Context: an optimization exercise on an open-source flow, tuned for small area. The choices shown serve that exercise and are no tape-out recipe. At most, simulation tests tie the RTL to the original design; equivalence was not proved. The clock input has no modelled driver; a real chip could not lean on it and would need a root buffer or a full tree. Power figures rest on the tool's default switching activity, not on a simulated workload.

==> trial 4 <==
// card_flip_game_top
module card_flip_game_top (
    input wire clk,            
    input wire reset,          
    input wire up_btn,
    input wire down_btn,
    input wire left_btn,
    input wire right_btn,
    input wire select_btn,
    output wire hsync,
    output wire vsync,
    output wire [3:0] red,
    output wire [3:0] green,
    output wire [3:0] blue,
    output wire [6:0] seg_display,
    output wire [3:0] seg_select,
    output wire uart_tx
);
==> module game_logic, before the edit <==
module game_logic (
    input wire clk,
    input wire reset,
    input wire up_btn,
    input wire down_btn,
    input wire left_btn,
    input wire right_btn,
    input wire select_btn,
    output reg [3:0] cursor_pos,    
    output reg [15:0] card_states,  
    output reg [7:0] move_count_d,  
    output wire game_won,           
    output reg game_won_d,          
    output reg card_matched         
);
    reg [3:0] first_card_pos;
    reg first_card_selected;
    reg move_inc;
    wire [1:0] row = cursor_pos[3:2];
    wire [1:0] col = cursor_pos[1:0];
    wire go_up = up_btn && (row != 2'd0);
    wire go_row = go_up || (down_btn && (row != 2'd3));
    wire go_left = !go_row && left_btn && (col != 2'd0);
    wire go_col = go_left || (!go_row && right_btn && (col != 2'd3));
    wire cur_up = card_states[cursor_pos];
    wire same_value = (first_card_pos[0] ^ first_card_pos[3]) == (cursor_pos[0] ^ cursor_pos[3]);
    wire pick = select_btn && !cur_up;
    wire second = pick && first_card_selected;
    wire is_match = second && same_value;
    assign game_won = (&card_states) && !move_inc;
    wire turn_up = pick && !is_match;
    wire [3:0] up_row = turn_up ? (4'b0001 << cursor_pos[3:2]) : 4'b0000;
    wire [3:0] up_col = 4'b0001 << cursor_pos[1:0];
    wire [3:0] dn_row = is_match ? (4'b0001 << first_card_pos[3:2]) : 4'b0000;
    wire [3:0] dn_col = 4'b0001 << first_card_pos[1:0];
    wire [15:0] card_states_next;
    genvar i;
    generate
        for (i = 0; i < 16; i = i + 1) begin : card
            assign card_states_next[i] = !(reset || (dn_row[i / 4] && dn_col[i % 4])) &&
                                         (card_states[i] || (up_row[i / 4] && up_col[i % 4]));
        end
    endgenerate
    always @(posedge clk) begin
        card_states <= card_states_next;
        if (reset) begin
            cursor_pos <= 4'b0000;
            move_count_d <= 8'hFF;
            move_inc <= 1'b1;
            game_won_d <= 1'b0;
            card_matched <= 1'b0;
            first_card_selected <= 1'b0;
        end else begin
            cursor_pos <= {row + {go_up, go_row}, col + {go_left, go_col}};
            move_count_d <= move_count_d + {7'd0, move_inc};
            move_inc <= second;
            card_matched <= is_match;
            game_won_d <= game_won;
            if (pick)
                first_card_selected <= !first_card_selected;
        end
        if (pick && !first_card_selected)
            first_card_pos <= cursor_pos;
    end
endmodule
export LEC_CHECK = 0
export CAP_MARGIN = 20
export CORE_MARGIN = 2
export CORE_UTILIZATION = 80
export SLEW_MARGIN = 20
create_clock -name core_clock -period 10.0 [get_ports {clk}]
standard.sh (not shown) runs the stock make flow with config.mk's settings and CLKGATE_MAP_FILE= SYNTH_SCRIPT=/design/flow/synth_recipe.tcl, a recipe that flattens the netlist after the stock synthesis.
==> flow/flow/run.sh <==
#!/bin/bash
# Layout flow: the standard ORFS flow (standard.sh) with
#  - synthesis: synth_recipe.tcl, but abc maps with an area script and no
#    adder cells (same registers, names and cell types);
#  - 1x buffers on the ports;
#  - a one-level clock tree: CTS_NBUF clock buffers fed by the clock port,
#    each driving one cluster of registers, built before global placement
#    (flow/gpl_hook.tcl, flow/clock_tree.tcl) and sized after placement
#    (flow/cts_hook.tcl).
# Each tool's output goes to standard_flow.log here (ORFS's own logs are
# under orfs/logs).
set -euo pipefail
F=$PWD/flow
export FLOW_ABC_SCRIPT=$F/area.script
export CTS_NBUF=${CTS_NBUF:-4}
export CTS_MASTER=${CTS_MASTER:-sky130_fd_sc_hd__clkbuf_8}
export CTS_SIZES=${CTS_SIZES:-"sky130_fd_sc_hd__clkbuf_8 sky130_fd_sc_hd__buf_8 sky130_fd_sc_hd__buf_12 sky130_fd_sc_hd__clkbuf_16"}
export CTS_SLEW_NS=${CTS_SLEW_NS:-0.105}
bash standard.sh \
  "SYNTH_SCRIPT=$F/synth_area.tcl" \
  "ADDER_MAP_FILE=" \
  "BUFFER_PORTS_ARGS=-buffer_cell sky130_fd_sc_hd__buf_1" \
  "PRE_GLOBAL_PLACE_TCL=$F/gpl_hook.tcl" \
  "PRE_CTS_TCL=$F/cts_hook.tcl" \
  finish > standard_flow.log 2>&1
==> flow/flow/cts_hook.tcl <==
# PRE_CTS hook: the clock tree was built before global placement
# (flow/gpl_hook.tcl), so clock_tree_synthesis only propagates the clock
# and sizes each clock buffer: the smallest of CTS_SIZES whose output slew,
# estimated from the placement, is under CTS_SLEW_NS.
rename clock_tree_synthesis orfs_clock_tree_synthesis
proc clock_tree_synthesis {args} {
  set_propagated_clock [all_clocks]
  estimate_parasitics -placement
  foreach inst [get_cells clkbuf_leaf_*] {
    foreach m $::env(CTS_SIZES) {
      replace_cell $inst $m
      estimate_parasitics -placement
      set out [get_pins -of_objects $inst -filter "direction==output"]
      set s [get_property $out slew_max]
      if {$s < $::env(CTS_SLEW_NS)} { break }
    }
    puts "clock buffer [get_property $inst name]: $m, estimated slew $s"
  }
}
Other scripts of this flow, unchanged in this note and not shown: flow/flow/area.script, flow/flow/clock_tree.tcl, flow/flow/gpl_hook.tcl, flow/flow/synth_area.tcl
==> trial 21 (differences from trial 4) <==
--- a/flow/design.v
+++ b/flow/design.v
@@ -19,8 +19,4 @@
     wire [1:0] row = cursor_pos[3:2];
     wire [1:0] col = cursor_pos[1:0];
-    wire go_up = up_btn && (row != 2'd0);
-    wire go_row = go_up || (down_btn && (row != 2'd3));
-    wire go_left = !go_row && left_btn && (col != 2'd0);
-    wire go_col = go_left || (!go_row && right_btn && (col != 2'd3));
     wire cur_up = card_states[cursor_pos];
     wire same_value = (first_card_pos[0] ^ first_card_pos[3]) == (cursor_pos[0] ^ cursor_pos[3]);
@@ -52,5 +48,12 @@
             first_card_selected <= 1'b0;
         end else begin
-            cursor_pos <= {row + {go_up, go_row}, col + {go_left, go_col}};
+            if (up_btn && row != 2'd0)
+                cursor_pos[3:2] <= row - 2'd1;
+            else if (down_btn && row != 2'd3)
+                cursor_pos[3:2] <= row + 2'd1;
+            else if (left_btn && col != 2'd0)
+                cursor_pos[1:0] <= col - 2'd1;
+            else if (right_btn && col != 2'd3)
+                cursor_pos[1:0] <= col + 2'd1;
             move_count_d <= move_count_d + {7'd0, move_inc};
             move_inc <= second;
--- a/flow/flow/run.sh
+++ b/flow/flow/run.sh
@@ -6,6 +6,5 @@
 #  - a one-level clock tree: CTS_NBUF clock buffers fed by the clock port,
 #    each driving one cluster of registers, built before global placement
-#    (flow/gpl_hook.tcl, flow/clock_tree.tcl) and sized after placement
-#    (flow/cts_hook.tcl).
+#    (flow/gpl_hook.tcl, flow/clock_tree.tcl, flow/cts_hook.tcl).
 # Each tool's output goes to standard_flow.log here (ORFS's own logs are
 # under orfs/logs).
@@ -15,6 +14,4 @@
 export CTS_NBUF=${CTS_NBUF:-4}
 export CTS_MASTER=${CTS_MASTER:-sky130_fd_sc_hd__clkbuf_8}
-export CTS_SIZES=${CTS_SIZES:-"sky130_fd_sc_hd__clkbuf_8 sky130_fd_sc_hd__buf_8 sky130_fd_sc_hd__buf_12 sky130_fd_sc_hd__clkbuf_16"}
-export CTS_SLEW_NS=${CTS_SLEW_NS:-0.105}
 bash standard.sh \
   "SYNTH_SCRIPT=$F/synth_area.tcl" \
==> flow/flow/cts_hook.tcl (replaced) <==
# PRE_CTS hook: the clock tree was built before global placement
# (flow/gpl_hook.tcl), so clock_tree_synthesis only propagates the clock.
rename clock_tree_synthesis orfs_clock_tree_synthesis
proc clock_tree_synthesis {args} {
  set_propagated_clock [all_clocks]
}
CORE_UTILIZATION = 60   (was 80)
==> run notes <==
| item | trial 4 | trial 21 |
|---|---|---|
| Power in the clock group | 0.126 mW | 0.112 mW |
| Final clock period utilization by the worst path | 41.1% | 41.0% |
| Routed wire per std cell | 15.8 um | 14.3 um |
| Die height | 70.0 um | 80.4 um |
| Register-to-register setup slack | 6.90 ns | 6.80 ns |
| Aggregate routed wire length | 7120 um | 6810 um |
| Result of the run | complete, no violations | complete, no violations |
| Fraction of post-synthesis cell area in the top cell type by area | 39.0% | 38.9% |
| Floorplan die width | 70.0 um | 80.4 um |
| DP Wirelength | 5280 um | 5030 um |
| Slew margin rel. | 44.5% | 53.1% |
| Timing-limited maximum frequency | 243 MHz | 244 MHz |
| Power density normalized to cell area | 157 nW/um2 | 154 nW/um2 |
| GR Layer Usage met2 | 51.9% | 37.3% |
For trial 4, only the layout was checked, not whether the RTL still works. In every run of this note, the design's own scripts or RTL, not TritonCTS, make the clock network.

==> afterwards: timing with drivers on the ports <==
How much do the figures lean on ideal ports? The routed layouts below were timed once more, with nothing changed but the port constraints. Step 1 (the two cells are an assumption about what drives the block):
set clk [get_ports {clk}]
set_driving_cell -lib_cell sky130_fd_sc_hd__clkbuf_16 $clk
set_driving_cell -lib_cell sky130_fd_sc_hd__buf_2 [delete_from_list [all_inputs] $clk]
Step 2 adds t to the input delays and takes it off the output delays; t is the mean of the earliest and latest rising clock arrival at the registers after step 1. Input paths then give back, and output paths get back, about the clock's delay inside the block. Slacks: ideal ports / drivers / drivers and shift; pairs: ideal ports / drivers.
run | shift t [ns] | slack for setup (ns) | clock arrival spread, ns
trial 4 | 0.197 | 5.892 / 5.834 / 6.031 | 0.038 / 0.039
trial 21 | 0.216 | 5.899 / 5.845 / 6.061 | 0.025 / 0.025
After both steps setup and hold are still met in every run listed.
